From an optimization exercise on the open Yosys and OpenROAD flow, aimed at small area and a short achievable clock period; shortcuts taken in it are not production practice.
Function was not checked in any run shown here: the RTL went through the layout flow alone.

==> flow/design.v, too long to show whole: its modules and the start of the top module <==
// module iir_fa: 4 lines
// module iir_ha: 4 lines
// module iir_xn: 3 lines
// module iir_or: 3 lines
// module pipelined_iir: 10924 lines
module pipelined_iir(clk, reset, x, y);
  // ...
==> flow/flow/run.sh <==
#!/bin/bash
set -euo pipefail
export SETUP_SLACK_MARGIN=16
bash standard.sh MATCH_CELL_FOOTPRINT=0 finish > standard.log 2>&1
==> flow/standard.sh <==
#!/bin/bash
# synth_recipe.tcl (not shown) runs the flow's synth.tcl, then flattens the netlist and writes it again
# the make line also repeats each setting of config.mk as NAME=value (left out here)
make -C /OpenROAD-flow-scripts/flow DESIGN_CONFIG=/design/flow/config.mk WORK_HOME=/design/flow/orfs CLKGATE_MAP_FILE= SYNTH_SCRIPT=/design/flow/synth_recipe.tcl "${@:-finish}"
==> flow/config.mk <==
export PLATFORM = sky130hd
export DESIGN_NAME = pipelined_iir
export DESIGN_NICKNAME = pipelined_iir
export VERILOG_FILES = /design/flow/design.v
export SDC_FILE = /design/flow/constraint.sdc
export NUM_CORES = 8
export LEC_CHECK = 0
export CAP_MARGIN = 40
export CORE_MARGIN = 2
export CORE_UTILIZATION = 45
export SLEW_MARGIN = 40
export SYNTH_HIERARCHICAL = 1
export SYNTH_MINIMUM_KEEP_SIZE = 0
==> flow/constraint.sdc <==
create_clock -name core_clock -period 32.0 [get_ports {clk}]
set_input_delay 6.4000 -clock core_clock [delete_from_list [all_inputs] [get_ports {clk}]]
set_output_delay 6.4000 -clock core_clock [all_outputs]
set_load 0.01 [all_outputs]
==> metrics.md, run 1 <==
| Metric | Value |
|---|---|
| Outcome | `finished clean` |
| Maximum clock rate | `0.0557 GHz` |
| Routed met1 length | `208,000 um` |
| Flip-flop and latch count | `809` |
| Fin. Hold Viols | `0` |
| Mean Syn Cell Area | `approximately 13 um2` |
| Final hold slack | `0.376 ns` |
| Met1 Use GR | `0.461` |
| Total CTS buffers | `around 120` |
| Clock transition at the registers of the reported paths | `0.06 ns` |
| Final WS setup | `14.04 ns` |
| EDFF count, synth | `0` |
| Area of placed instances | `157,000 um2` |
| CP dominant cell by count | `buf_6` |
| Post-synth ARST share | `0` |
| Post-CTS Setup Bufs | `203` |
| Post-synth top flop | `dfxtp_1` |
| Clkbuf count | `169` |
| DR WL met3 | `65,800 um` |
| Register area | `between 15,000 and 20,000 um2` |
| Number of H-tree levels | `3` |
| Global-route track usage on met2 | `0.583` |
| Top-area cell type share of the netlist area | `0.665` |
| Cell with the biggest individual delay on the critical path | `fa_1` |
| Multi-input combinational area share | `0.747` |
| Crit-path leading delay family | `adder cells` |
| Antenna viol nets, final | `0` |
| Highest routed layer | `met5` |
| Mux cell area share after synthesis | `0.000461` |
| Adder and majority cell fraction of the synthesized area | `0.735` |
| Final Non-Filler Cells | `between 15,000 and 20,000` |
| Hold crit path type | `reg -> reg` |
| Post-CTS Resized | `569` |
| Initial antenna violation count | `43` |
| Number of non-clock buffers in the layout | `771` |
| Die Y | `575 um` |
| Leading cell types by total area after synthesis | `fa_1 (66%), dfxtp_1 (11%), ha_1 (7.0%)` |
==> inputs of run 2 (changes only) <==
==> flow/flow/run.sh (replaced) <==
#!/bin/bash
set -euo pipefail
export SETUP_SLACK_MARGIN=15
bash standard.sh MATCH_CELL_FOOTPRINT=0 finish > standard.log 2>&1
==> metrics.md, run 2 <==
| Metric | Value |
|---|---|
| Outcome | `finished clean (unchanged)` |
| Final Non-Filler Cells | `16,300 (was 16,400)` |
| Syn Std Cell Area | `146,000 um2 (unchanged)` |
| Root Driver | `clkbuf_16 (unchanged)` |
| Syn Nets | `16,900 (unchanged)` |
| Antenna viol nets, final | `0 (unchanged)` |
| Most frequent cells after synthesis | `fa_1 (4,864), inv_1 (2,365), ha_1 (818), dfxtp_1 (809), nor2_1 (519) (unchanged)` |
| Final WS setup | `14.05 ns (was 14.04 ns)` |
| Yosys warnings | `7 (unchanged)` |
| Layout area overhead | `12.5% (was 13.5%)` |
| Clock Skew | `0.0974 ns (was 0.0724 ns)` |
| CP Launch Type | `primary input (unchanged)` |
| Crit-path leading delay family | `adder cells (unchanged)` |
| EDFF count, synth | `0 (unchanged)` |
| RR Endpoint | `w2[63] (was s1[62])` |
| Largest net degree at the start of global routing | `103 (was 101)` |
| Top-Level Pins | `66 (unchanged)` |
| Hold crit path type | `reg -> reg (unchanged)` |
| Slew Viols, Final | `0 (unchanged)` |
| Number of clock sinks | `809 (unchanged)` |
| R2R Setup Slk | `15.13 ns (was 16.02 ns)` |
| Gp weighted congestion | `1.02 (was 1.01)` |
| Drt first pass iters | `7 (was 6)` |
| Total CTS buffers | `121 (unchanged)` |
| DR WL met3 | `67,400 um (was 65,800 um)` |
| Part of the cycle the worst path needs | `0.561 (about the same)` |
| Final nets | `17,600 (about the same)` |
| Hold Path Cell Cnt | `1 (unchanged)` |
| Die Y | `575 um (unchanged)` |
| Setup violations, final | `0 (unchanged)` |
| Sequential-to-total area share from yosys stat | `0.111 (unchanged)` |
| Reg2reg path depth | `48 (was 47)` |
| # fillers | `28,000 (was 27,900)` |
| Critical setup path kind | `in -> out (unchanged)` |
| I/O Buffers | `65 (unchanged)` |
| TNS Setup | `0 ns (unchanged)` |
| Fraction of layout cells with a size suffix above 1 | `0.112 (was 0.123)` |
| Die area | `330,000 um2 (unchanged)` |
| Placed insts | `15,900 (about the same)` |
| Dpl ws | `12.04 ns (was 12.08 ns)` |
| Number of H-tree levels | `3 (unchanged)` |
| All-Layer GR Usage | `0.387 (was 0.390)` |
| Via density | `5.79 (was 5.75)` |
| Cell with the biggest individual delay on the critical path | `fa_1 (unchanged)` |
| Worst setup EP type | `output port (unchanged)` |
| Cell Chain, Critical Path | `buf_2 -> buf_12 -> fa_1 -> fa_1 -> fa_1 -> fa_1 -> ha_4 -> nand3_4 -> nor2_4 -> nand4_1 -> a21oi_4 -> buf_12 -> o2111ai_4 -> a21boi_4 -> a31oi_4 -> o2111a_2 -> o41a_1 -> xnor2_4 -> buf_2` |
| Clock transition at the registers of the reported paths | `0.06 ns (about the same)` |
| Data arrival, critical path | `11.55 ns (was 11.56 ns)` |
| Initial Utilization | `0.452 (unchanged)` |
| Worst skew pair latency | `0.96 ns (was 0.97 ns)` |
| Final hold slack | `0.379 ns (was 0.376 ns)` |
| RSZ-0062 raised after global routing | `yes (unchanged)` |
| Vias in the first global route | `109,000 (about the same)` |
| Critical Path Start | `x[21] (was x[15])` |
| Synth cell types | `70 (unchanged)` |
| Largest area contributor in the netlist | `fa_1 (unchanged)` |
| Initial antenna violation count | `50 (was 43)` |
| Register bit count reported by yosys | `809 (unchanged)` |
| GRT overflow | `0 (unchanged)` |
| Post-synth ARST share | `0 (unchanged)` |
| Placeable Area | `324,000 um2 (unchanged)` |
| CP required | `25.60 ns (about the same)` |
| Global-route wire length before repair | `863,000 um (was 867,000 um)` |
| CP dominant cell by count | `fa_1 (was buf_6)` |
| Most numerous cell in the Yosys netlist | `fa_1 (unchanged)` |
| Longest Clk Path Bufs | `4 (unchanged)` |
| Final wirelength | `612,000 um (was 614,000 um)` |
| Slew headroom | `0.338 (was 0.377)` |
| Syn Inst Count | `11,200 (unchanged)` |
| # rows | `209 (unchanged)` |
| Leading cell types by total area after synthesis | `fa_1 (66%), dfxtp_1 (11%), ha_1 (7.0%) (unchanged)` |
| Die Width | `575 um (unchanged)` |
| Commonest cells after routing, fill and taps aside | `fa_1 (4,846), inv_1 (2,330), ha_1 (793), dfxtp_1 (763), buf_4 (567) (was fa_1 (4,812), inv_1 (2,325), ha_1 (783), dfxtp_1 (762), buf_4 (566))` |
| Maximum clock rate | `0.0557 GHz (about the same)` |
| Most common cell after layout, fill and taps aside | `fa_1 (unchanged)` |
| Routed met1 length | `202,000 um (was 208,000 um)` |
| Final HPWL DP | `464,000 um (was 466,000 um)` |
| Post-synth top flop | `dfxtp_1 (unchanged)` |
| Mean routed wirelength per cell | `37.4 um (was 37.5 um)` |
| # DRC | `0 (unchanged)` |
| Via count | `94,600 (was 94,100)` |
| Number of buffer and inverter stages on the critical path | `4 (was 12)` |
| Number of DRC markers in iteration 0 | `9,257 (was 8,910)` |
| Worst-Margin Slew | `0.986 ns (was 0.929 ns)` |
| CP Max Fanout | `19 (was 6)` |
| Critical path depth | `19 (was 27)` |
| Largest stage delay, worst path | `0.52 ns (was 0.53 ns)` |
| Mean Syn Cell Area | `13.1 um2 (unchanged)` |
| Max-cap violations | `0 (unchanged)` |
| Worst setup endpoint | `y[28] (was y[25])` |
| Routed length on met2 | `273,000 um (was 272,000 um)` |
| CTS tree | `done (unchanged)` |
| Highest routed layer | `met5 (unchanged)` |
| Fin. Hold Viols | `0 (unchanged)` |
| R2R Path Start | `qr[8] (was xr[7])` |
| Min Tclk post-route | `17.95 ns (was 17.96 ns)` |
| Final core occ | `0.509 (was 0.513)` |
| Top-area cell type share of the netlist area | `0.665 (unchanged)` |
==> run 2: cell counts after synthesis <==
No cell type changed its count.
==> run 2: logic make-up after synthesis <==
logic type	Yosys count	share of synthesized area
AO/OA/AOI/OAI	592	0.0270
XOR/XNOR	290	0.0173
adder cells (fa/ha/maj)	5682	0.735
buffers and inverters	2512	0.0652
flip-flops	809	0.111
multiplexers	6	0.000461
AND/OR/NAND/NOR	1289	0.0449
==> run 2: through the flow <==
stage	cell area, um2
after floorplan	147000
after global placement	157000
after detailed placement	157000
after CTS	164000
after global routing	165000
final	165000
==> run 2: how the worst min path moves through the flow <==
stage                        to  start  slack [ns]
after CTS                 w3[2]  w4[2]        0.38
final                     w3[2]  w4[2]        0.38
after global placement    w7[2]  w8[2]        0.36
after global routing      w4[0]  w5[0]        0.39
after floorplan           w3[0]  w4[0]        0.36
after detailed placement  w7[0]  w8[0]        0.37
==> run 2: repair_timing <==
item	CTS	global route
gates resized for setup	393	126
setup buffers	164	54
hold buffers	0	0
endpoints found under the setup margin	65	50
gates cloned	3	0
pin swaps	79	80
==> run 2: worst reg2reg max path, delay by kind of cell (launching register included) <==
kind | cells | cell delay (ns)
buffers and inverters | 7 | 2.33
AO/OA/AOI/OAI | 15 | 3.55
adder cells (fa/ha/maj) | 24 | 10.11
flip-flops | 1 | 0.63
AND/OR/NAND/NOR | 2 | 0.09
==> run 2: cell type report <==
| class | count | area (um2) | area share |
|---|---|---|---|
| Antenna cell | 28 | 70.1 | 0.000425 |
| Clock buffer | 154 | 3340 | 0.0203 |
| Clock inverter | 62 | 878 | 0.00533 |
| Inverter | 2365 | 8940 | 0.0543 |
| Multi-Input combinational cell | 7859 | 123000 | 0.748 |
| Sequential cell | 809 | 16300 | 0.0987 |
| Tap cell | 4325 | 5410 | 0.0328 |
| Timing Repair Buffer | 742 | 6600 | 0.0400 |
==> run 2: metal layers <==
metal  GRT usage  vias to the layer above
met5     0.00330                        -
met4       0.321                       36
met3       0.121                     2585
met2       0.586                     5952
met1       0.455                    51600
li1            -                    34500
==> run 2: Yosys stat by module, one instance, submodules excluded <==
module,area [um2],times used,cells inside,flops+latches
iir_xn,8.76,72,1,0
iir_ha,12.5,406,1,0
iir_or,6.26,70,1,0
pipelined_iir,46600,1,5951,809
iir_fa,20.0,4681,1,0

[separate check: timing with driven ports]
How much do the figures lean on ideal ports? The routed layouts below were timed once more, with nothing changed but the port constraints. Step 1: set_driving_cell puts a clkbuf_16 on clk and a buf_2 on each other input, an assumption about the parent block. Step 2 adds t to the input delays and takes it off the output delays; t is the mean of the earliest and latest rising clock arrival at the registers after step 1. Input paths then give back, and output paths get back, about the clock's delay inside the block. Slacks: no drivers / after step 1 / after step 2; pairs: no drivers / after step 1.
| run | shift t [ns] | setup slack, ns | worst slew at a driven data input, ns | cell pins on the clock port's net |
|---|---|---|---|---|
| run 1 | 1.030 | 14.039 / 13.994 / 13.994 | 0.12 | 1 |
| run 2 | 1.015 | 14.049 / 14.003 / 14.003 | 0.12 | 1 |
After both steps every run listed still meets setup and hold. The setup slack of run 2, which loses most, moves by -0.046 ns with the drivers and by -0.046 ns with both steps.
